Background: an optimization exercise with open tools, aiming at small area and a short achievable clock period. Do not read the settings as production practice. In this exercise RTL edits were held to simulation tests only and were not proved equivalent to the original. Power and IR drop assume default switching activity.

$ cat flow/run.sh
#!/bin/bash
# synth_recipe.tcl (not shown) runs the flow's synth.tcl, then flattens the netlist and writes it again
# the make line also repeats each setting of config.mk as NAME=value (left out here)
make -C /OpenROAD-flow-scripts/flow DESIGN_CONFIG=/design/flow/config.mk WORK_HOME=/design/flow/orfs CLKGATE_MAP_FILE= SYNTH_SCRIPT=/design/flow/synth_recipe.tcl finish
$ cat flow/config.mk
export PLATFORM = sky130hd
export DESIGN_NAME = pipeline_sum
export DESIGN_NICKNAME = pipeline_sum
export VERILOG_FILES = /design/flow/design.v
export SDC_FILE = /design/flow/constraint.sdc
export NUM_CORES = 4
export LEC_CHECK = 0
export ABC_AREA = 1
export CAP_MARGIN = 20
export CORE_MARGIN = 2
export CORE_UTILIZATION = 40
export SLEW_MARGIN = 20
$ cat flow/constraint.sdc
create_clock -name core_clock -period 36.0 [get_ports {clk}]
set_input_delay 7.2000 -clock core_clock [delete_from_list [all_inputs] [get_ports {clk}]]
set_output_delay 7.2000 -clock core_clock [all_outputs]
set_load 0.01 [all_outputs]
$ cat flow/design.v
module pipeline_sum (
    input clk,
    input [15:0] a, b,
    output [31:0] r
);
  reg [15:0] ra_c1;
  reg [15:0] bb_c1;
  reg hk_c1;
  always_ff @(posedge clk) begin
    ra_c1 <= a;
    bb_c1 <= b[15:0];
    hk_c1 <= 1'b1;
  end
  wire [15:0] sh = (bb_c1[15:4] == 12'd0) ? (ra_c1 << bb_c1[3:0]) : 16'd0;
  wire [17:0] xs = {2'b0, ra_c1 | bb_c1} + {2'b0, ra_c1 ^ bb_c1} + {2'b0, sh};
  wire [0:0] s1_r15_t = ra_c1[15:15];
  wire s1_r15_hz = hk_c1 & ~(|bb_c1[15:1]);
  wire [1:0] s1_r15_bo;
  assign s1_r15_bo[0] = 1'b0;
  wire s1_r15_q;
  assign s1_r15_bo[1] = (s1_r15_t[0] ^ bb_c1[0]) ? bb_c1[0] : s1_r15_bo[0];
  assign s1_r15_q = s1_r15_hz & ~s1_r15_bo[1];
  wire [0:0] s1_r15_d;
  assign s1_r15_d[0] = s1_r15_t[0] ^ (s1_r15_q & (bb_c1[0] ^ s1_r15_bo[0]));
  wire [15:0] s1_r15_ra;
  assign s1_r15_ra = {s1_r15_d, ra_c1[14:0]};
  wire [1:0] s1_r14_t = s1_r15_ra[15:14];
  wire s1_r14_hz = hk_c1 & ~(|bb_c1[15:2]);
  wire [2:0] s1_r14_bo;
  assign s1_r14_bo[0] = 1'b0;
  wire s1_r14_q;
  assign s1_r14_bo[1] = (s1_r14_t[0] ^ bb_c1[0]) ? bb_c1[0] : s1_r14_bo[0];
  assign s1_r14_bo[2] = (s1_r14_t[1] ^ bb_c1[1]) ? bb_c1[1] : s1_r14_bo[1];
  assign s1_r14_q = s1_r14_hz & ~s1_r14_bo[2];
  wire [1:0] s1_r14_d;
  assign s1_r14_d[0] = s1_r14_t[0] ^ (s1_r14_q & (bb_c1[0] ^ s1_r14_bo[0]));
  assign s1_r14_d[1] = s1_r14_t[1] ^ (s1_r14_q & (bb_c1[1] ^ s1_r14_bo[1]));
  wire [15:0] s1_r14_ra;
  assign s1_r14_ra = {s1_r14_d, s1_r15_ra[13:0]};
  wire [2:0] s1_r13_t = s1_r14_ra[15:13];
  wire s1_r13_hz = hk_c1 & ~(|bb_c1[15:3]);
  wire [3:0] s1_r13_bo;
  assign s1_r13_bo[0] = 1'b0;
  wire s1_r13_q;
  assign s1_r13_bo[1] = (s1_r13_t[0] ^ bb_c1[0]) ? bb_c1[0] : s1_r13_bo[0];
  assign s1_r13_bo[2] = (s1_r13_t[1] ^ bb_c1[1]) ? bb_c1[1] : s1_r13_bo[1];
  assign s1_r13_bo[3] = (s1_r13_t[2] ^ bb_c1[2]) ? bb_c1[2] : s1_r13_bo[2];
  assign s1_r13_q = s1_r13_hz & ~s1_r13_bo[3];
  wire [2:0] s1_r13_d;
  assign s1_r13_d[0] = s1_r13_t[0] ^ (s1_r13_q & (bb_c1[0] ^ s1_r13_bo[0]));
  assign s1_r13_d[1] = s1_r13_t[1] ^ (s1_r13_q & (bb_c1[1] ^ s1_r13_bo[1]));
  assign s1_r13_d[2] = s1_r13_t[2] ^ (s1_r13_q & (bb_c1[2] ^ s1_r13_bo[2]));
  wire [15:0] s1_r13_ra;
  assign s1_r13_ra = {s1_r13_d, s1_r14_ra[12:0]};
  wire [3:0] s1_r12_t = s1_r13_ra[15:12];
  wire s1_r12_hz = hk_c1 & ~(|bb_c1[15:4]);
  wire [4:0] s1_r12_bo;
  assign s1_r12_bo[0] = 1'b0;
  wire s1_r12_q;
  assign s1_r12_bo[1] = (s1_r12_t[0] ^ bb_c1[0]) ? bb_c1[0] : s1_r12_bo[0];
  assign s1_r12_bo[2] = (s1_r12_t[1] ^ bb_c1[1]) ? bb_c1[1] : s1_r12_bo[1];
  assign s1_r12_bo[3] = (s1_r12_t[2] ^ bb_c1[2]) ? bb_c1[2] : s1_r12_bo[2];
  assign s1_r12_bo[4] = (s1_r12_t[3] ^ bb_c1[3]) ? bb_c1[3] : s1_r12_bo[3];
  assign s1_r12_q = s1_r12_hz & ~s1_r12_bo[4];
  wire [3:0] s1_r12_d;
  assign s1_r12_d[0] = s1_r12_t[0] ^ (s1_r12_q & (bb_c1[0] ^ s1_r12_bo[0]));
  assign s1_r12_d[1] = s1_r12_t[1] ^ (s1_r12_q & (bb_c1[1] ^ s1_r12_bo[1]));
  assign s1_r12_d[2] = s1_r12_t[2] ^ (s1_r12_q & (bb_c1[2] ^ s1_r12_bo[2]));
  assign s1_r12_d[3] = s1_r12_t[3] ^ (s1_r12_q & (bb_c1[3] ^ s1_r12_bo[3]));
  wire [15:0] s1_r12_ra;
  assign s1_r12_ra = {s1_r12_d, s1_r13_ra[11:0]};
  wire [4:0] s1_r11_t = s1_r12_ra[15:11];
  wire s1_r11_hz = hk_c1 & ~(|bb_c1[15:5]);
  wire [5:0] s1_r11_bo;
  assign s1_r11_bo[0] = 1'b0;
  wire s1_r11_q;
  assign s1_r11_bo[1] = (s1_r11_t[0] ^ bb_c1[0]) ? bb_c1[0] : s1_r11_bo[0];
  assign s1_r11_bo[2] = (s1_r11_t[1] ^ bb_c1[1]) ? bb_c1[1] : s1_r11_bo[1];
  assign s1_r11_bo[3] = (s1_r11_t[2] ^ bb_c1[2]) ? bb_c1[2] : s1_r11_bo[2];
  assign s1_r11_bo[4] = (s1_r11_t[3] ^ bb_c1[3]) ? bb_c1[3] : s1_r11_bo[3];
  assign s1_r11_bo[5] = (s1_r11_t[4] ^ bb_c1[4]) ? bb_c1[4] : s1_r11_bo[4];
  assign s1_r11_q = s1_r11_hz & ~s1_r11_bo[5];
  wire [4:0] s1_r11_d;
  assign s1_r11_d[0] = s1_r11_t[0] ^ (s1_r11_q & (bb_c1[0] ^ s1_r11_bo[0]));
  assign s1_r11_d[1] = s1_r11_t[1] ^ (s1_r11_q & (bb_c1[1] ^ s1_r11_bo[1]));
  assign s1_r11_d[2] = s1_r11_t[2] ^ (s1_r11_q & (bb_c1[2] ^ s1_r11_bo[2]));
  assign s1_r11_d[3] = s1_r11_t[3] ^ (s1_r11_q & (bb_c1[3] ^ s1_r11_bo[3]));
  assign s1_r11_d[4] = s1_r11_t[4] ^ (s1_r11_q & (bb_c1[4] ^ s1_r11_bo[4]));
  wire [15:0] s1_r11_ra;
  assign s1_r11_ra = {s1_r11_d, s1_r12_ra[10:0]};
  wire [5:0] s1_r10_t = s1_r11_ra[15:10];
  wire s1_r10_hz = hk_c1 & ~(|bb_c1[15:6]);
  wire [6:0] s1_r10_bo;
  assign s1_r10_bo[0] = 1'b0;
  wire s1_r10_q;
  assign s1_r10_bo[1] = (s1_r10_t[0] ^ bb_c1[0]) ? bb_c1[0] : s1_r10_bo[0];
  assign s1_r10_bo[2] = (s1_r10_t[1] ^ bb_c1[1]) ? bb_c1[1] : s1_r10_bo[1];
  assign s1_r10_bo[3] = (s1_r10_t[2] ^ bb_c1[2]) ? bb_c1[2] : s1_r10_bo[2];
  assign s1_r10_bo[4] = (s1_r10_t[3] ^ bb_c1[3]) ? bb_c1[3] : s1_r10_bo[3];
  assign s1_r10_bo[5] = (s1_r10_t[4] ^ bb_c1[4]) ? bb_c1[4] : s1_r10_bo[4];
  assign s1_r10_bo[6] = (s1_r10_t[5] ^ bb_c1[5]) ? bb_c1[5] : s1_r10_bo[5];
  assign s1_r10_q = s1_r10_hz & ~s1_r10_bo[6];
  wire [5:0] s1_r10_d;
  assign s1_r10_d[0] = s1_r10_t[0] ^ (s1_r10_q & (bb_c1[0] ^ s1_r10_bo[0]));
  assign s1_r10_d[1] = s1_r10_t[1] ^ (s1_r10_q & (bb_c1[1] ^ s1_r10_bo[1]));
  assign s1_r10_d[2] = s1_r10_t[2] ^ (s1_r10_q & (bb_c1[2] ^ s1_r10_bo[2]));
  assign s1_r10_d[3] = s1_r10_t[3] ^ (s1_r10_q & (bb_c1[3] ^ s1_r10_bo[3]));
  assign s1_r10_d[4] = s1_r10_t[4] ^ (s1_r10_q & (bb_c1[4] ^ s1_r10_bo[4]));
  assign s1_r10_d[5] = s1_r10_t[5] ^ (s1_r10_q & (bb_c1[5] ^ s1_r10_bo[5]));
  wire [15:0] s1_r10_ra;
  assign s1_r10_ra = {s1_r10_d, s1_r11_ra[9:0]};
  wire [6:0] s1_r9_t = s1_r10_ra[15:9];
  wire s1_r9_hz = hk_c1 & ~(|bb_c1[15:7]);
  wire [7:0] s1_r9_bo;
  assign s1_r9_bo[0] = 1'b0;
  wire s1_r9_q;
  assign s1_r9_bo[1] = (s1_r9_t[0] ^ bb_c1[0]) ? bb_c1[0] : s1_r9_bo[0];
  assign s1_r9_bo[2] = (s1_r9_t[1] ^ bb_c1[1]) ? bb_c1[1] : s1_r9_bo[1];
  assign s1_r9_bo[3] = (s1_r9_t[2] ^ bb_c1[2]) ? bb_c1[2] : s1_r9_bo[2];
  assign s1_r9_bo[4] = (s1_r9_t[3] ^ bb_c1[3]) ? bb_c1[3] : s1_r9_bo[3];
  assign s1_r9_bo[5] = (s1_r9_t[4] ^ bb_c1[4]) ? bb_c1[4] : s1_r9_bo[4];
  assign s1_r9_bo[6] = (s1_r9_t[5] ^ bb_c1[5]) ? bb_c1[5] : s1_r9_bo[5];
  assign s1_r9_bo[7] = (s1_r9_t[6] ^ bb_c1[6]) ? bb_c1[6] : s1_r9_bo[6];
  assign s1_r9_q = s1_r9_hz & ~s1_r9_bo[7];
  wire [6:0] s1_r9_d;
  assign s1_r9_d[0] = s1_r9_t[0] ^ (s1_r9_q & (bb_c1[0] ^ s1_r9_bo[0]));
  assign s1_r9_d[1] = s1_r9_t[1] ^ (s1_r9_q & (bb_c1[1] ^ s1_r9_bo[1]));
  assign s1_r9_d[2] = s1_r9_t[2] ^ (s1_r9_q & (bb_c1[2] ^ s1_r9_bo[2]));
  assign s1_r9_d[3] = s1_r9_t[3] ^ (s1_r9_q & (bb_c1[3] ^ s1_r9_bo[3]));
  assign s1_r9_d[4] = s1_r9_t[4] ^ (s1_r9_q & (bb_c1[4] ^ s1_r9_bo[4]));
  assign s1_r9_d[5] = s1_r9_t[5] ^ (s1_r9_q & (bb_c1[5] ^ s1_r9_bo[5]));
  assign s1_r9_d[6] = s1_r9_t[6] ^ (s1_r9_q & (bb_c1[6] ^ s1_r9_bo[6]));
  wire [15:0] s1_r9_ra;
  assign s1_r9_ra = {s1_r9_d, s1_r10_ra[8:0]};
  wire [7:0] s1_r8_t = s1_r9_ra[15:8];
  wire s1_r8_hz = hk_c1 & ~(|bb_c1[15:8]);
  wire [8:0] s1_r8_bo;
  assign s1_r8_bo[0] = 1'b0;
  wire s1_r8_q;
  assign s1_r8_bo[1] = (s1_r8_t[0] ^ bb_c1[0]) ? bb_c1[0] : s1_r8_bo[0];
  assign s1_r8_bo[2] = (s1_r8_t[1] ^ bb_c1[1]) ? bb_c1[1] : s1_r8_bo[1];
  assign s1_r8_bo[3] = (s1_r8_t[2] ^ bb_c1[2]) ? bb_c1[2] : s1_r8_bo[2];
  assign s1_r8_bo[4] = (s1_r8_t[3] ^ bb_c1[3]) ? bb_c1[3] : s1_r8_bo[3];
  assign s1_r8_bo[5] = (s1_r8_t[4] ^ bb_c1[4]) ? bb_c1[4] : s1_r8_bo[4];
  assign s1_r8_bo[6] = (s1_r8_t[5] ^ bb_c1[5]) ? bb_c1[5] : s1_r8_bo[5];
  assign s1_r8_bo[7] = (s1_r8_t[6] ^ bb_c1[6]) ? bb_c1[6] : s1_r8_bo[6];
  assign s1_r8_bo[8] = (s1_r8_t[7] ^ bb_c1[7]) ? bb_c1[7] : s1_r8_bo[7];
  assign s1_r8_q = s1_r8_hz & ~s1_r8_bo[8];
  wire [7:0] s1_r8_d;
  assign s1_r8_d[0] = s1_r8_t[0] ^ (s1_r8_q & (bb_c1[0] ^ s1_r8_bo[0]));
  assign s1_r8_d[1] = s1_r8_t[1] ^ (s1_r8_q & (bb_c1[1] ^ s1_r8_bo[1]));
  assign s1_r8_d[2] = s1_r8_t[2] ^ (s1_r8_q & (bb_c1[2] ^ s1_r8_bo[2]));
  assign s1_r8_d[3] = s1_r8_t[3] ^ (s1_r8_q & (bb_c1[3] ^ s1_r8_bo[3]));
  assign s1_r8_d[4] = s1_r8_t[4] ^ (s1_r8_q & (bb_c1[4] ^ s1_r8_bo[4]));
  assign s1_r8_d[5] = s1_r8_t[5] ^ (s1_r8_q & (bb_c1[5] ^ s1_r8_bo[5]));
  assign s1_r8_d[6] = s1_r8_t[6] ^ (s1_r8_q & (bb_c1[6] ^ s1_r8_bo[6]));
  assign s1_r8_d[7] = s1_r8_t[7] ^ (s1_r8_q & (bb_c1[7] ^ s1_r8_bo[7]));
  wire [15:0] s1_r8_ra;
  assign s1_r8_ra = {s1_r8_d, s1_r9_ra[7:0]};
  reg [15:0] ra_c2;
  reg [15:0] bb_c2;
  reg hk_c2;
  reg [17:0] y_c2;
  reg q15_c2;
  reg q14_c2;
  reg q13_c2;
  reg q12_c2;
  reg q11_c2;
  reg q10_c2;
  reg q9_c2;
  reg q8_c2;
  always_ff @(posedge clk) begin
    ra_c2 <= s1_r8_ra;
    bb_c2 <= bb_c1[15:0];
    hk_c2 <= hk_c1;
    y_c2 <= xs;
    q15_c2 <= s1_r15_q;
    q14_c2 <= s1_r14_q;
    q13_c2 <= s1_r13_q;
    q12_c2 <= s1_r12_q;
    q11_c2 <= s1_r11_q;
    q10_c2 <= s1_r10_q;
    q9_c2 <= s1_r9_q;
    q8_c2 <= s1_r8_q;
  end
  wire [17:0] ym2 = y_c2 + {1'b0, 1'b0, q15_c2, q14_c2, q13_c2, q12_c2, q11_c2, q10_c2, q9_c2, q8_c2, 1'b0, 1'b0, 1'b0, 1'b0, 1'b0, 1'b0, 1'b0, 1'b0};
  wire [8:0] s2_r7_t = ra_c2[15:7];
  wire s2_r7_hz = hk_c2 & ~(|bb_c2[15:9]);
  wire [9:0] s2_r7_bo;
  assign s2_r7_bo[0] = 1'b0;
  wire s2_r7_q;
  assign s2_r7_bo[1] = (s2_r7_t[0] ^ bb_c2[0]) ? bb_c2[0] : s2_r7_bo[0];
  assign s2_r7_bo[2] = (s2_r7_t[1] ^ bb_c2[1]) ? bb_c2[1] : s2_r7_bo[1];
  assign s2_r7_bo[3] = (s2_r7_t[2] ^ bb_c2[2]) ? bb_c2[2] : s2_r7_bo[2];
  assign s2_r7_bo[4] = (s2_r7_t[3] ^ bb_c2[3]) ? bb_c2[3] : s2_r7_bo[3];
  assign s2_r7_bo[5] = (s2_r7_t[4] ^ bb_c2[4]) ? bb_c2[4] : s2_r7_bo[4];
  assign s2_r7_bo[6] = (s2_r7_t[5] ^ bb_c2[5]) ? bb_c2[5] : s2_r7_bo[5];
  assign s2_r7_bo[7] = (s2_r7_t[6] ^ bb_c2[6]) ? bb_c2[6] : s2_r7_bo[6];
  assign s2_r7_bo[8] = (s2_r7_t[7] ^ bb_c2[7]) ? bb_c2[7] : s2_r7_bo[7];
  assign s2_r7_bo[9] = (s2_r7_t[8] ^ bb_c2[8]) ? bb_c2[8] : s2_r7_bo[8];
  assign s2_r7_q = s2_r7_hz & ~s2_r7_bo[9];
  wire [8:0] s2_r7_d;
  assign s2_r7_d[0] = s2_r7_t[0] ^ (s2_r7_q & (bb_c2[0] ^ s2_r7_bo[0]));
  assign s2_r7_d[1] = s2_r7_t[1] ^ (s2_r7_q & (bb_c2[1] ^ s2_r7_bo[1]));
  assign s2_r7_d[2] = s2_r7_t[2] ^ (s2_r7_q & (bb_c2[2] ^ s2_r7_bo[2]));
  assign s2_r7_d[3] = s2_r7_t[3] ^ (s2_r7_q & (bb_c2[3] ^ s2_r7_bo[3]));
  assign s2_r7_d[4] = s2_r7_t[4] ^ (s2_r7_q & (bb_c2[4] ^ s2_r7_bo[4]));
  assign s2_r7_d[5] = s2_r7_t[5] ^ (s2_r7_q & (bb_c2[5] ^ s2_r7_bo[5]));
  assign s2_r7_d[6] = s2_r7_t[6] ^ (s2_r7_q & (bb_c2[6] ^ s2_r7_bo[6]));
  assign s2_r7_d[7] = s2_r7_t[7] ^ (s2_r7_q & (bb_c2[7] ^ s2_r7_bo[7]));
  assign s2_r7_d[8] = s2_r7_t[8] ^ (s2_r7_q & (bb_c2[8] ^ s2_r7_bo[8]));
  wire [15:0] s2_r7_ra;
  assign s2_r7_ra = {s2_r7_d, ra_c2[6:0]};
  wire [9:0] s2_r6_t = s2_r7_ra[15:6];
  wire s2_r6_hz = hk_c2 & ~(|bb_c2[15:10]);
  wire [10:0] s2_r6_bo;
  assign s2_r6_bo[0] = 1'b0;
  wire s2_r6_q;
  assign s2_r6_bo[1] = (s2_r6_t[0] ^ bb_c2[0]) ? bb_c2[0] : s2_r6_bo[0];
  assign s2_r6_bo[2] = (s2_r6_t[1] ^ bb_c2[1]) ? bb_c2[1] : s2_r6_bo[1];
  assign s2_r6_bo[3] = (s2_r6_t[2] ^ bb_c2[2]) ? bb_c2[2] : s2_r6_bo[2];
  assign s2_r6_bo[4] = (s2_r6_t[3] ^ bb_c2[3]) ? bb_c2[3] : s2_r6_bo[3];
  assign s2_r6_bo[5] = (s2_r6_t[4] ^ bb_c2[4]) ? bb_c2[4] : s2_r6_bo[4];
  assign s2_r6_bo[6] = (s2_r6_t[5] ^ bb_c2[5]) ? bb_c2[5] : s2_r6_bo[5];
  assign s2_r6_bo[7] = (s2_r6_t[6] ^ bb_c2[6]) ? bb_c2[6] : s2_r6_bo[6];
  assign s2_r6_bo[8] = (s2_r6_t[7] ^ bb_c2[7]) ? bb_c2[7] : s2_r6_bo[7];
  assign s2_r6_bo[9] = (s2_r6_t[8] ^ bb_c2[8]) ? bb_c2[8] : s2_r6_bo[8];
  assign s2_r6_bo[10] = (s2_r6_t[9] ^ bb_c2[9]) ? bb_c2[9] : s2_r6_bo[9];
  assign s2_r6_q = s2_r6_hz & ~s2_r6_bo[10];
  wire [9:0] s2_r6_d;
  assign s2_r6_d[0] = s2_r6_t[0] ^ (s2_r6_q & (bb_c2[0] ^ s2_r6_bo[0]));
  assign s2_r6_d[1] = s2_r6_t[1] ^ (s2_r6_q & (bb_c2[1] ^ s2_r6_bo[1]));
  assign s2_r6_d[2] = s2_r6_t[2] ^ (s2_r6_q & (bb_c2[2] ^ s2_r6_bo[2]));
  assign s2_r6_d[3] = s2_r6_t[3] ^ (s2_r6_q & (bb_c2[3] ^ s2_r6_bo[3]));
  assign s2_r6_d[4] = s2_r6_t[4] ^ (s2_r6_q & (bb_c2[4] ^ s2_r6_bo[4]));
  assign s2_r6_d[5] = s2_r6_t[5] ^ (s2_r6_q & (bb_c2[5] ^ s2_r6_bo[5]));
  assign s2_r6_d[6] = s2_r6_t[6] ^ (s2_r6_q & (bb_c2[6] ^ s2_r6_bo[6]));
  assign s2_r6_d[7] = s2_r6_t[7] ^ (s2_r6_q & (bb_c2[7] ^ s2_r6_bo[7]));
  assign s2_r6_d[8] = s2_r6_t[8] ^ (s2_r6_q & (bb_c2[8] ^ s2_r6_bo[8]));
  assign s2_r6_d[9] = s2_r6_t[9] ^ (s2_r6_q & (bb_c2[9] ^ s2_r6_bo[9]));
  wire [15:0] s2_r6_ra;
  assign s2_r6_ra = {s2_r6_d, s2_r7_ra[5:0]};
  wire [10:0] s2_r5_t = s2_r6_ra[15:5];
  wire s2_r5_hz = hk_c2 & ~(|bb_c2[15:11]);
  wire [11:0] s2_r5_bo;
  assign s2_r5_bo[0] = 1'b0;
  wire s2_r5_q;
  assign s2_r5_bo[1] = (s2_r5_t[0] ^ bb_c2[0]) ? bb_c2[0] : s2_r5_bo[0];
  assign s2_r5_bo[2] = (s2_r5_t[1] ^ bb_c2[1]) ? bb_c2[1] : s2_r5_bo[1];
  assign s2_r5_bo[3] = (s2_r5_t[2] ^ bb_c2[2]) ? bb_c2[2] : s2_r5_bo[2];
  assign s2_r5_bo[4] = (s2_r5_t[3] ^ bb_c2[3]) ? bb_c2[3] : s2_r5_bo[3];
  assign s2_r5_bo[5] = (s2_r5_t[4] ^ bb_c2[4]) ? bb_c2[4] : s2_r5_bo[4];
  assign s2_r5_bo[6] = (s2_r5_t[5] ^ bb_c2[5]) ? bb_c2[5] : s2_r5_bo[5];
  assign s2_r5_bo[7] = (s2_r5_t[6] ^ bb_c2[6]) ? bb_c2[6] : s2_r5_bo[6];
  assign s2_r5_bo[8] = (s2_r5_t[7] ^ bb_c2[7]) ? bb_c2[7] : s2_r5_bo[7];
  assign s2_r5_bo[9] = (s2_r5_t[8] ^ bb_c2[8]) ? bb_c2[8] : s2_r5_bo[8];
  assign s2_r5_bo[10] = (s2_r5_t[9] ^ bb_c2[9]) ? bb_c2[9] : s2_r5_bo[9];
  assign s2_r5_bo[11] = (s2_r5_t[10] ^ bb_c2[10]) ? bb_c2[10] : s2_r5_bo[10];
  assign s2_r5_q = s2_r5_hz & ~s2_r5_bo[11];
  wire [10:0] s2_r5_d;
  assign s2_r5_d[0] = s2_r5_t[0] ^ (s2_r5_q & (bb_c2[0] ^ s2_r5_bo[0]));
  assign s2_r5_d[1] = s2_r5_t[1] ^ (s2_r5_q & (bb_c2[1] ^ s2_r5_bo[1]));
  assign s2_r5_d[2] = s2_r5_t[2] ^ (s2_r5_q & (bb_c2[2] ^ s2_r5_bo[2]));
  assign s2_r5_d[3] = s2_r5_t[3] ^ (s2_r5_q & (bb_c2[3] ^ s2_r5_bo[3]));
  assign s2_r5_d[4] = s2_r5_t[4] ^ (s2_r5_q & (bb_c2[4] ^ s2_r5_bo[4]));
  assign s2_r5_d[5] = s2_r5_t[5] ^ (s2_r5_q & (bb_c2[5] ^ s2_r5_bo[5]));
  assign s2_r5_d[6] = s2_r5_t[6] ^ (s2_r5_q & (bb_c2[6] ^ s2_r5_bo[6]));
  assign s2_r5_d[7] = s2_r5_t[7] ^ (s2_r5_q & (bb_c2[7] ^ s2_r5_bo[7]));
  assign s2_r5_d[8] = s2_r5_t[8] ^ (s2_r5_q & (bb_c2[8] ^ s2_r5_bo[8]));
  assign s2_r5_d[9] = s2_r5_t[9] ^ (s2_r5_q & (bb_c2[9] ^ s2_r5_bo[9]));
  assign s2_r5_d[10] = s2_r5_t[10] ^ (s2_r5_q & (bb_c2[10] ^ s2_r5_bo[10]));
  wire [15:0] s2_r5_ra;
  assign s2_r5_ra = {s2_r5_d, s2_r6_ra[4:0]};
  wire [11:0] s2_r4_t = s2_r5_ra[15:4];
  wire s2_r4_hz = hk_c2 & ~(|bb_c2[15:12]);
  wire [12:0] s2_r4_bo;
  assign s2_r4_bo[0] = 1'b0;
  wire s2_r4_q;
  assign s2_r4_bo[1] = (s2_r4_t[0] ^ bb_c2[0]) ? bb_c2[0] : s2_r4_bo[0];
  assign s2_r4_bo[2] = (s2_r4_t[1] ^ bb_c2[1]) ? bb_c2[1] : s2_r4_bo[1];
  assign s2_r4_bo[3] = (s2_r4_t[2] ^ bb_c2[2]) ? bb_c2[2] : s2_r4_bo[2];
  assign s2_r4_bo[4] = (s2_r4_t[3] ^ bb_c2[3]) ? bb_c2[3] : s2_r4_bo[3];
  assign s2_r4_bo[5] = (s2_r4_t[4] ^ bb_c2[4]) ? bb_c2[4] : s2_r4_bo[4];
  assign s2_r4_bo[6] = (s2_r4_t[5] ^ bb_c2[5]) ? bb_c2[5] : s2_r4_bo[5];
  assign s2_r4_bo[7] = (s2_r4_t[6] ^ bb_c2[6]) ? bb_c2[6] : s2_r4_bo[6];
  assign s2_r4_bo[8] = (s2_r4_t[7] ^ bb_c2[7]) ? bb_c2[7] : s2_r4_bo[7];
  assign s2_r4_bo[9] = (s2_r4_t[8] ^ bb_c2[8]) ? bb_c2[8] : s2_r4_bo[8];
  assign s2_r4_bo[10] = (s2_r4_t[9] ^ bb_c2[9]) ? bb_c2[9] : s2_r4_bo[9];
  assign s2_r4_bo[11] = (s2_r4_t[10] ^ bb_c2[10]) ? bb_c2[10] : s2_r4_bo[10];
  assign s2_r4_bo[12] = (s2_r4_t[11] ^ bb_c2[11]) ? bb_c2[11] : s2_r4_bo[11];
  assign s2_r4_q = s2_r4_hz & ~s2_r4_bo[12];
  wire [11:0] s2_r4_d;
  assign s2_r4_d[0] = s2_r4_t[0] ^ (s2_r4_q & (bb_c2[0] ^ s2_r4_bo[0]));
  assign s2_r4_d[1] = s2_r4_t[1] ^ (s2_r4_q & (bb_c2[1] ^ s2_r4_bo[1]));
  assign s2_r4_d[2] = s2_r4_t[2] ^ (s2_r4_q & (bb_c2[2] ^ s2_r4_bo[2]));
  assign s2_r4_d[3] = s2_r4_t[3] ^ (s2_r4_q & (bb_c2[3] ^ s2_r4_bo[3]));
  assign s2_r4_d[4] = s2_r4_t[4] ^ (s2_r4_q & (bb_c2[4] ^ s2_r4_bo[4]));
  assign s2_r4_d[5] = s2_r4_t[5] ^ (s2_r4_q & (bb_c2[5] ^ s2_r4_bo[5]));
  assign s2_r4_d[6] = s2_r4_t[6] ^ (s2_r4_q & (bb_c2[6] ^ s2_r4_bo[6]));
  assign s2_r4_d[7] = s2_r4_t[7] ^ (s2_r4_q & (bb_c2[7] ^ s2_r4_bo[7]));
  assign s2_r4_d[8] = s2_r4_t[8] ^ (s2_r4_q & (bb_c2[8] ^ s2_r4_bo[8]));
  assign s2_r4_d[9] = s2_r4_t[9] ^ (s2_r4_q & (bb_c2[9] ^ s2_r4_bo[9]));
  assign s2_r4_d[10] = s2_r4_t[10] ^ (s2_r4_q & (bb_c2[10] ^ s2_r4_bo[10]));
  assign s2_r4_d[11] = s2_r4_t[11] ^ (s2_r4_q & (bb_c2[11] ^ s2_r4_bo[11]));
  wire [15:0] s2_r4_ra;
  assign s2_r4_ra = {s2_r4_d, s2_r5_ra[3:0]};
  wire [12:0] s2_r3_t = s2_r4_ra[15:3];
  wire s2_r3_hz = hk_c2 & ~(|bb_c2[15:13]);
  wire [13:0] s2_r3_bo;
  assign s2_r3_bo[0] = 1'b0;
  wire s2_r3_q;
  assign s2_r3_bo[1] = (s2_r3_t[0] ^ bb_c2[0]) ? bb_c2[0] : s2_r3_bo[0];
  assign s2_r3_bo[2] = (s2_r3_t[1] ^ bb_c2[1]) ? bb_c2[1] : s2_r3_bo[1];
  assign s2_r3_bo[3] = (s2_r3_t[2] ^ bb_c2[2]) ? bb_c2[2] : s2_r3_bo[2];
  assign s2_r3_bo[4] = (s2_r3_t[3] ^ bb_c2[3]) ? bb_c2[3] : s2_r3_bo[3];
  assign s2_r3_bo[5] = (s2_r3_t[4] ^ bb_c2[4]) ? bb_c2[4] : s2_r3_bo[4];
  assign s2_r3_bo[6] = (s2_r3_t[5] ^ bb_c2[5]) ? bb_c2[5] : s2_r3_bo[5];
  assign s2_r3_bo[7] = (s2_r3_t[6] ^ bb_c2[6]) ? bb_c2[6] : s2_r3_bo[6];
  assign s2_r3_bo[8] = (s2_r3_t[7] ^ bb_c2[7]) ? bb_c2[7] : s2_r3_bo[7];
  assign s2_r3_bo[9] = (s2_r3_t[8] ^ bb_c2[8]) ? bb_c2[8] : s2_r3_bo[8];
  assign s2_r3_bo[10] = (s2_r3_t[9] ^ bb_c2[9]) ? bb_c2[9] : s2_r3_bo[9];
  assign s2_r3_bo[11] = (s2_r3_t[10] ^ bb_c2[10]) ? bb_c2[10] : s2_r3_bo[10];
  assign s2_r3_bo[12] = (s2_r3_t[11] ^ bb_c2[11]) ? bb_c2[11] : s2_r3_bo[11];
  assign s2_r3_bo[13] = (s2_r3_t[12] ^ bb_c2[12]) ? bb_c2[12] : s2_r3_bo[12];
  assign s2_r3_q = s2_r3_hz & ~s2_r3_bo[13];
  wire [12:0] s2_r3_d;
  assign s2_r3_d[0] = s2_r3_t[0] ^ (s2_r3_q & (bb_c2[0] ^ s2_r3_bo[0]));
  assign s2_r3_d[1] = s2_r3_t[1] ^ (s2_r3_q & (bb_c2[1] ^ s2_r3_bo[1]));
  assign s2_r3_d[2] = s2_r3_t[2] ^ (s2_r3_q & (bb_c2[2] ^ s2_r3_bo[2]));
  assign s2_r3_d[3] = s2_r3_t[3] ^ (s2_r3_q & (bb_c2[3] ^ s2_r3_bo[3]));
  assign s2_r3_d[4] = s2_r3_t[4] ^ (s2_r3_q & (bb_c2[4] ^ s2_r3_bo[4]));
  assign s2_r3_d[5] = s2_r3_t[5] ^ (s2_r3_q & (bb_c2[5] ^ s2_r3_bo[5]));
  assign s2_r3_d[6] = s2_r3_t[6] ^ (s2_r3_q & (bb_c2[6] ^ s2_r3_bo[6]));
  assign s2_r3_d[7] = s2_r3_t[7] ^ (s2_r3_q & (bb_c2[7] ^ s2_r3_bo[7]));
  assign s2_r3_d[8] = s2_r3_t[8] ^ (s2_r3_q & (bb_c2[8] ^ s2_r3_bo[8]));
  assign s2_r3_d[9] = s2_r3_t[9] ^ (s2_r3_q & (bb_c2[9] ^ s2_r3_bo[9]));
  assign s2_r3_d[10] = s2_r3_t[10] ^ (s2_r3_q & (bb_c2[10] ^ s2_r3_bo[10]));
  assign s2_r3_d[11] = s2_r3_t[11] ^ (s2_r3_q & (bb_c2[11] ^ s2_r3_bo[11]));
  assign s2_r3_d[12] = s2_r3_t[12] ^ (s2_r3_q & (bb_c2[12] ^ s2_r3_bo[12]));
  wire [15:0] s2_r3_ra;
  assign s2_r3_ra = {s2_r3_d, s2_r4_ra[2:0]};
  wire [13:0] s2_r2_t = s2_r3_ra[15:2];
  wire s2_r2_hz = hk_c2 & ~(|bb_c2[15:14]);
  wire [14:0] s2_r2_bo;
  assign s2_r2_bo[0] = 1'b0;
  wire s2_r2_q;
  assign s2_r2_bo[1] = (s2_r2_t[0] ^ bb_c2[0]) ? bb_c2[0] : s2_r2_bo[0];
  assign s2_r2_bo[2] = (s2_r2_t[1] ^ bb_c2[1]) ? bb_c2[1] : s2_r2_bo[1];
  assign s2_r2_bo[3] = (s2_r2_t[2] ^ bb_c2[2]) ? bb_c2[2] : s2_r2_bo[2];
  assign s2_r2_bo[4] = (s2_r2_t[3] ^ bb_c2[3]) ? bb_c2[3] : s2_r2_bo[3];
  assign s2_r2_bo[5] = (s2_r2_t[4] ^ bb_c2[4]) ? bb_c2[4] : s2_r2_bo[4];
  assign s2_r2_bo[6] = (s2_r2_t[5] ^ bb_c2[5]) ? bb_c2[5] : s2_r2_bo[5];
  assign s2_r2_bo[7] = (s2_r2_t[6] ^ bb_c2[6]) ? bb_c2[6] : s2_r2_bo[6];
  assign s2_r2_bo[8] = (s2_r2_t[7] ^ bb_c2[7]) ? bb_c2[7] : s2_r2_bo[7];
  assign s2_r2_bo[9] = (s2_r2_t[8] ^ bb_c2[8]) ? bb_c2[8] : s2_r2_bo[8];
  assign s2_r2_bo[10] = (s2_r2_t[9] ^ bb_c2[9]) ? bb_c2[9] : s2_r2_bo[9];
  assign s2_r2_bo[11] = (s2_r2_t[10] ^ bb_c2[10]) ? bb_c2[10] : s2_r2_bo[10];
  assign s2_r2_bo[12] = (s2_r2_t[11] ^ bb_c2[11]) ? bb_c2[11] : s2_r2_bo[11];
  assign s2_r2_bo[13] = (s2_r2_t[12] ^ bb_c2[12]) ? bb_c2[12] : s2_r2_bo[12];
  assign s2_r2_bo[14] = (s2_r2_t[13] ^ bb_c2[13]) ? bb_c2[13] : s2_r2_bo[13];
  assign s2_r2_q = s2_r2_hz & ~s2_r2_bo[14];
  wire [13:0] s2_r2_d;
  assign s2_r2_d[0] = s2_r2_t[0] ^ (s2_r2_q & (bb_c2[0] ^ s2_r2_bo[0]));
  assign s2_r2_d[1] = s2_r2_t[1] ^ (s2_r2_q & (bb_c2[1] ^ s2_r2_bo[1]));
  assign s2_r2_d[2] = s2_r2_t[2] ^ (s2_r2_q & (bb_c2[2] ^ s2_r2_bo[2]));
  assign s2_r2_d[3] = s2_r2_t[3] ^ (s2_r2_q & (bb_c2[3] ^ s2_r2_bo[3]));
  assign s2_r2_d[4] = s2_r2_t[4] ^ (s2_r2_q & (bb_c2[4] ^ s2_r2_bo[4]));
  assign s2_r2_d[5] = s2_r2_t[5] ^ (s2_r2_q & (bb_c2[5] ^ s2_r2_bo[5]));
  assign s2_r2_d[6] = s2_r2_t[6] ^ (s2_r2_q & (bb_c2[6] ^ s2_r2_bo[6]));
  assign s2_r2_d[7] = s2_r2_t[7] ^ (s2_r2_q & (bb_c2[7] ^ s2_r2_bo[7]));
  assign s2_r2_d[8] = s2_r2_t[8] ^ (s2_r2_q & (bb_c2[8] ^ s2_r2_bo[8]));
  assign s2_r2_d[9] = s2_r2_t[9] ^ (s2_r2_q & (bb_c2[9] ^ s2_r2_bo[9]));
  assign s2_r2_d[10] = s2_r2_t[10] ^ (s2_r2_q & (bb_c2[10] ^ s2_r2_bo[10]));
  assign s2_r2_d[11] = s2_r2_t[11] ^ (s2_r2_q & (bb_c2[11] ^ s2_r2_bo[11]));
  assign s2_r2_d[12] = s2_r2_t[12] ^ (s2_r2_q & (bb_c2[12] ^ s2_r2_bo[12]));
  assign s2_r2_d[13] = s2_r2_t[13] ^ (s2_r2_q & (bb_c2[13] ^ s2_r2_bo[13]));
  wire [15:0] s2_r2_ra;
  assign s2_r2_ra = {s2_r2_d, s2_r3_ra[1:0]};
  wire [14:0] s2_r1_t = s2_r2_ra[15:1];
  wire s2_r1_hz = hk_c2 & ~(|bb_c2[15:15]);
  wire [15:0] s2_r1_bo;
  assign s2_r1_bo[0] = 1'b0;
  wire s2_r1_q;
  assign s2_r1_bo[1] = (s2_r1_t[0] ^ bb_c2[0]) ? bb_c2[0] : s2_r1_bo[0];
  assign s2_r1_bo[2] = (s2_r1_t[1] ^ bb_c2[1]) ? bb_c2[1] : s2_r1_bo[1];
  assign s2_r1_bo[3] = (s2_r1_t[2] ^ bb_c2[2]) ? bb_c2[2] : s2_r1_bo[2];
  assign s2_r1_bo[4] = (s2_r1_t[3] ^ bb_c2[3]) ? bb_c2[3] : s2_r1_bo[3];
  assign s2_r1_bo[5] = (s2_r1_t[4] ^ bb_c2[4]) ? bb_c2[4] : s2_r1_bo[4];
  assign s2_r1_bo[6] = (s2_r1_t[5] ^ bb_c2[5]) ? bb_c2[5] : s2_r1_bo[5];
  assign s2_r1_bo[7] = (s2_r1_t[6] ^ bb_c2[6]) ? bb_c2[6] : s2_r1_bo[6];
  assign s2_r1_bo[8] = (s2_r1_t[7] ^ bb_c2[7]) ? bb_c2[7] : s2_r1_bo[7];
  assign s2_r1_bo[9] = (s2_r1_t[8] ^ bb_c2[8]) ? bb_c2[8] : s2_r1_bo[8];
  assign s2_r1_bo[10] = (s2_r1_t[9] ^ bb_c2[9]) ? bb_c2[9] : s2_r1_bo[9];
  assign s2_r1_bo[11] = (s2_r1_t[10] ^ bb_c2[10]) ? bb_c2[10] : s2_r1_bo[10];
  assign s2_r1_bo[12] = (s2_r1_t[11] ^ bb_c2[11]) ? bb_c2[11] : s2_r1_bo[11];
  assign s2_r1_bo[13] = (s2_r1_t[12] ^ bb_c2[12]) ? bb_c2[12] : s2_r1_bo[12];
  assign s2_r1_bo[14] = (s2_r1_t[13] ^ bb_c2[13]) ? bb_c2[13] : s2_r1_bo[13];
  assign s2_r1_bo[15] = (s2_r1_t[14] ^ bb_c2[14]) ? bb_c2[14] : s2_r1_bo[14];
  assign s2_r1_q = s2_r1_hz & ~s2_r1_bo[15];
  wire [14:0] s2_r1_d;
  assign s2_r1_d[0] = s2_r1_t[0] ^ (s2_r1_q & (bb_c2[0] ^ s2_r1_bo[0]));
  assign s2_r1_d[1] = s2_r1_t[1] ^ (s2_r1_q & (bb_c2[1] ^ s2_r1_bo[1]));
  assign s2_r1_d[2] = s2_r1_t[2] ^ (s2_r1_q & (bb_c2[2] ^ s2_r1_bo[2]));
  assign s2_r1_d[3] = s2_r1_t[3] ^ (s2_r1_q & (bb_c2[3] ^ s2_r1_bo[3]));
  assign s2_r1_d[4] = s2_r1_t[4] ^ (s2_r1_q & (bb_c2[4] ^ s2_r1_bo[4]));
  assign s2_r1_d[5] = s2_r1_t[5] ^ (s2_r1_q & (bb_c2[5] ^ s2_r1_bo[5]));
  assign s2_r1_d[6] = s2_r1_t[6] ^ (s2_r1_q & (bb_c2[6] ^ s2_r1_bo[6]));
  assign s2_r1_d[7] = s2_r1_t[7] ^ (s2_r1_q & (bb_c2[7] ^ s2_r1_bo[7]));
  assign s2_r1_d[8] = s2_r1_t[8] ^ (s2_r1_q & (bb_c2[8] ^ s2_r1_bo[8]));
  assign s2_r1_d[9] = s2_r1_t[9] ^ (s2_r1_q & (bb_c2[9] ^ s2_r1_bo[9]));
  assign s2_r1_d[10] = s2_r1_t[10] ^ (s2_r1_q & (bb_c2[10] ^ s2_r1_bo[10]));
  assign s2_r1_d[11] = s2_r1_t[11] ^ (s2_r1_q & (bb_c2[11] ^ s2_r1_bo[11]));
  assign s2_r1_d[12] = s2_r1_t[12] ^ (s2_r1_q & (bb_c2[12] ^ s2_r1_bo[12]));
  assign s2_r1_d[13] = s2_r1_t[13] ^ (s2_r1_q & (bb_c2[13] ^ s2_r1_bo[13]));
  assign s2_r1_d[14] = s2_r1_t[14] ^ (s2_r1_q & (bb_c2[14] ^ s2_r1_bo[14]));
  wire [15:0] s2_r1_ra;
  assign s2_r1_ra = {s2_r1_d, s2_r2_ra[0:0]};
  wire [15:0] s2_r0_t = s2_r1_ra[15:0];
  wire s2_r0_hz = hk_c2;
  wire [16:0] s2_r0_bo;
  assign s2_r0_bo[0] = 1'b0;
  wire s2_r0_q;
  assign s2_r0_bo[1] = (s2_r0_t[0] ^ bb_c2[0]) ? bb_c2[0] : s2_r0_bo[0];
  assign s2_r0_bo[2] = (s2_r0_t[1] ^ bb_c2[1]) ? bb_c2[1] : s2_r0_bo[1];
  assign s2_r0_bo[3] = (s2_r0_t[2] ^ bb_c2[2]) ? bb_c2[2] : s2_r0_bo[2];
  assign s2_r0_bo[4] = (s2_r0_t[3] ^ bb_c2[3]) ? bb_c2[3] : s2_r0_bo[3];
  assign s2_r0_bo[5] = (s2_r0_t[4] ^ bb_c2[4]) ? bb_c2[4] : s2_r0_bo[4];
  assign s2_r0_bo[6] = (s2_r0_t[5] ^ bb_c2[5]) ? bb_c2[5] : s2_r0_bo[5];
  assign s2_r0_bo[7] = (s2_r0_t[6] ^ bb_c2[6]) ? bb_c2[6] : s2_r0_bo[6];
  assign s2_r0_bo[8] = (s2_r0_t[7] ^ bb_c2[7]) ? bb_c2[7] : s2_r0_bo[7];
  assign s2_r0_bo[9] = (s2_r0_t[8] ^ bb_c2[8]) ? bb_c2[8] : s2_r0_bo[8];
  assign s2_r0_bo[10] = (s2_r0_t[9] ^ bb_c2[9]) ? bb_c2[9] : s2_r0_bo[9];
  assign s2_r0_bo[11] = (s2_r0_t[10] ^ bb_c2[10]) ? bb_c2[10] : s2_r0_bo[10];
  assign s2_r0_bo[12] = (s2_r0_t[11] ^ bb_c2[11]) ? bb_c2[11] : s2_r0_bo[11];
  assign s2_r0_bo[13] = (s2_r0_t[12] ^ bb_c2[12]) ? bb_c2[12] : s2_r0_bo[12];
  assign s2_r0_bo[14] = (s2_r0_t[13] ^ bb_c2[13]) ? bb_c2[13] : s2_r0_bo[13];
  assign s2_r0_bo[15] = (s2_r0_t[14] ^ bb_c2[14]) ? bb_c2[14] : s2_r0_bo[14];
  assign s2_r0_bo[16] = (s2_r0_t[15] ^ bb_c2[15]) ? bb_c2[15] : s2_r0_bo[15];
  assign s2_r0_q = s2_r0_hz & ~s2_r0_bo[16];
  reg [17:0] y_c3;
  reg q7_c3;
  reg q6_c3;
  reg q5_c3;
  reg q4_c3;
  reg q3_c3;
  reg q2_c3;
  reg q1_c3;
  reg q0_c3;
  always_ff @(posedge clk) begin
    y_c3 <= ym2;
    q7_c3 <= s2_r7_q;
    q6_c3 <= s2_r6_q;
    q5_c3 <= s2_r5_q;
    q4_c3 <= s2_r4_q;
    q3_c3 <= s2_r3_q;
    q2_c3 <= s2_r2_q;
    q1_c3 <= s2_r1_q;
    q0_c3 <= s2_r0_q;
  end
  wire [17:0] rsum = y_c3 + {1'b0, 1'b0, 1'b0, 1'b0, 1'b0, 1'b0, 1'b0, 1'b0, 1'b0, 1'b0, q7_c3, q6_c3, q5_c3, q4_c3, q3_c3, q2_c3, q1_c3, q0_c3};
  assign r = {14'd0, rsum};
endmodule
==> summary.txt <==
[routing by layer]
layer / share of wire / up-vias
li1: - / 4952
met1: 0.46 / 4295
met2: 0.48 / 168
met4: 0.031 / 0
met3: 0.026 / 44
met5: 0 / -
[where the power goes]
group	internal (mW)	switching [mW]	total [mW]
clock	0.0910	0.0715	0.163
sequential	0.151	0.0166	0.168
combinational	0.0842	0.112	0.196
[registers in the layout, summed over array words and instances (netlist names), 16 cells and up]
| name | flops |
|---|---|
| bb_c2 | 16 |
| y_c2 | 18 |
| ra_c1 | 16 |
| y_c3 | 18 |
| bb_c1 | 16 |
| ra_c2 | 16 |
[cell type report]
cell class	instances	area, µm²
fill	2760	14760
multi-input combinational	1165	7167
sequential	116	2322
inverter	254	964.7
timing repair buffer	53	523.0
tap	341	426.7
clock buffer	17	425.4
clock inverter	15	135.1
[worst paths after layout]
check            end  depth (start not counted)
max            q0_c3                        121
min          y_c3[1]                          0
max reg2reg    q0_c3                        121
min reg2reg  y_c3[1]                          0
[logic make-up (layout without fill, tap and decap cells)]
logic type | Yosys count | in the layout | share of synthesized area
AOI/OAI and AO/OA | 147 | 147 | 0.07990
DFF | 116 | 116 | 0.2149
adders and majority gates | 66 | 66 | 0.08893
xor gates and xnor gates | 170 | 170 | 0.1525
other | 1 | 14 | 0.0003470
muxes | 2 | 2 | 0.001853
buffers and inverters | 303 | 339 | 0.1263
and+or+nand+nor | 766 | 766 | 0.3352
[synthesized netlist by cell type, drive strengths merged, types with 13 or more instances]
library cell / count
nand4: 13
o21ai: 57
nor2: 111
nand3: 173
inv: 236
a21oi: 50
clkinv: 18
buf: 29
clkbuf: 20
xnor2: 44
dfxtp: 116
fa: 18
nand2: 440
ha: 48
xor2: 122
[worst max-delay path: cells and delay by family, from the launching register on]
| family | cells | cell delay, ns |
|---|---|---|
| AO/OA/AOI/OAI | 3 | 0.59 |
| XOR/XNOR | 5 | 1.08 |
| buffers and inverters | 7 | 0.97 |
| flip-flops | 1 | 0.95 |
| AND/OR/NAND/NOR | 106 | 9.52 |
==> flow_metrics.py <==
metrics = {
    "timing": {
        "max_clock_freq_ghz": 0.07557,
        "setup_ws_ns": 22.77,
        "maxSlewHeadroom": 0.3600,
        "tns_ns": 0,
        "worstMarginPinSlew_ns": 0.9587,
        "period_share": 0.3676,
        "rsz0062_at_grt": "no",
        "setup_viol": 0,
        "period_minus_slack_ns": 13.23,
        "slew_viol_final": 0,
        "whs_ns": 0.3217,
        "skew_ns": 0.01322,
        "finalHoldViolCount": 0,
    },
    "clocking": {
        "cts_max_level": 4,
        "cts_tree": "done",
        "cts_root_buf": "clkbuf_16",
        "clockBufferDepth": 2,
        "cts.clk_slew.worst_paths_ns": 0.07,
        "cts_hold_buf": 0,
        "clock_sinks": 116,
        "cts_resized": 0,
        "clk_latency_ns": 0.42,
        "cts_setup_buffers": 0,
        "cts_buffers": 17,
    },
    "critical_path": {
        "crit_slowest_cell": "dfxtp_1",
        "cp.required_ns": 36.31,
        "end_kind": "register",
        "start_kind": "register",
        "cpPeakStageDelay_ns": 0.95,
        "cp.arrival_ns": 13.54,
        "critPathLaunch": "bb_c2[3]",
        "critical_path_class": "reg -> reg",
        "path_max_fanout": 19,
        "r2r_slack_ns": 22.77,
        "r2r-start": "bb_c2[3]",
        "cpMostUsedCell": "nand3_2",
    },
    "power": {
        "pwr_density_cell_nw_per_um2": 44.03,
        "total_leakage_power_nw": 5.927,
        "ir_drop_mv": 0.02822,
        "power_mw": 0.5268,
    },
    "logic_synthesis": {
        "yosys_warnings": 1,
        "synth_top_area_cell": "dfxtp_1",
        "yosysTopAreaCellShare": 0.2149,
        "synth-edff-count": 0,
        "ys_async_sr_fraction": 0,
        "seq_area_frac_synth": 0.2149,
        "yosys-top-cells-area": "dfxtp_1 21%, nand2_1 14%, xor2_1 9.2%, inv_1 7.5%, nand3_1 5.7%",
        "syn_inst": 1571,
        "synth_area_um2": 10810,
        "synth.distinct_cells": 62,
        "ys_seq_elements": 116,
        "synthFlopType": "dfxtp_1",
        "avgSynthCellArea_um2": 6.878,
    },
    "finish": {
        "mostFrequentLayoutCells": "395 x nand2_1, 215 x inv_1, 123 x nand3_1",
        "final_util": 0.4477,
        "nets": 1706,
        "layout_commonest_cell": "nand2_1",
        "area_delta_synth_final_pct": 10.72,
        "drive_above_1_share": 0.1160,
        "antenna_cells": 0,
        "postLayoutCellArea_um2": 11960,
        "finalNonFillerCells": 1961,
    },
    "floorplan": {
        "chipWidth_um": 168.4,
        "die-area_um2": 28340,
        "io_pins": 65,
        "start_util": 0.4043,
        "core_um2": 26730,
        "die_h_um": 168.4,
        "row_count": 60,
    },
    "run": {
        "max_cap_viol_count": 0,
    },
    "global_routing": {
        "gr-usage-met1": 0.2454,
        "grt.total_usage": 0.1953,
        "use_met2": 0.3428,
        "grt_busiest_layer": "met2",
        "grt_max_degree": 28,
        "antenna_found_initial": 0,
        "grt_pass1_wl_um": 44540,
        "grtUsageMet3": 0.02492,
        "first_global_vias": 8941,
        "grt-ovfl-total": 0,
    },
    "place": {
        "routabilityCongestion": 0.8625,
        "port-buffer-count": 50,
        "place_ws_ns": 22.79,
        "dpl_cell_area_um2": 11400,
        "dp_cells": 1929,
        "hpwl_um": 21590,
    },
    "route": {
        "wirelength_um": 26950,
        "wl_per_cell_um": 13.74,
        "drt_iter0_drc": 586,
        "drc": 0,
        "via_per_inst": 4.824,
        "drt_first_pass_iters": 5,
        "ant_nets": 0,
        "routed-via-count": 9459,
    },
    "hold_path": {
        "hp-start": "y_c2[1]",
        "hold_path.class": "reg -> reg",
    },
    "run_status": {
        "outcome": "timing/DRC/antenna clean",
    },
}

==> separate check: timing with driven ports <==
How much do the figures lean on ideal ports? The routed layout below was timed once more, with nothing changed but the port constraints.
Step 1, drivers: a clkbuf_16 drives clk and a buf_2 each remaining input, both assumed.
Step 2 also shifts input and output timing later by t, the mid clock arrival at the registers, as if the neighbouring blocks saw the same clock.
Three values: no drivers, after step 1, after step 2; two values: the first two.
t, ns: 0.457
setup slack, ns: 22.767 / 22.767 / 22.767
hold WS [ns]: 0.322 / 0.322 / 0.322
worst setup path after step 2: register to register
cell pins on the clock port's net: 1
After both steps setup and hold are still met in this run. The setup slack of this run moves by 0.000 ns with the drivers and by 0.000 ns with both steps.
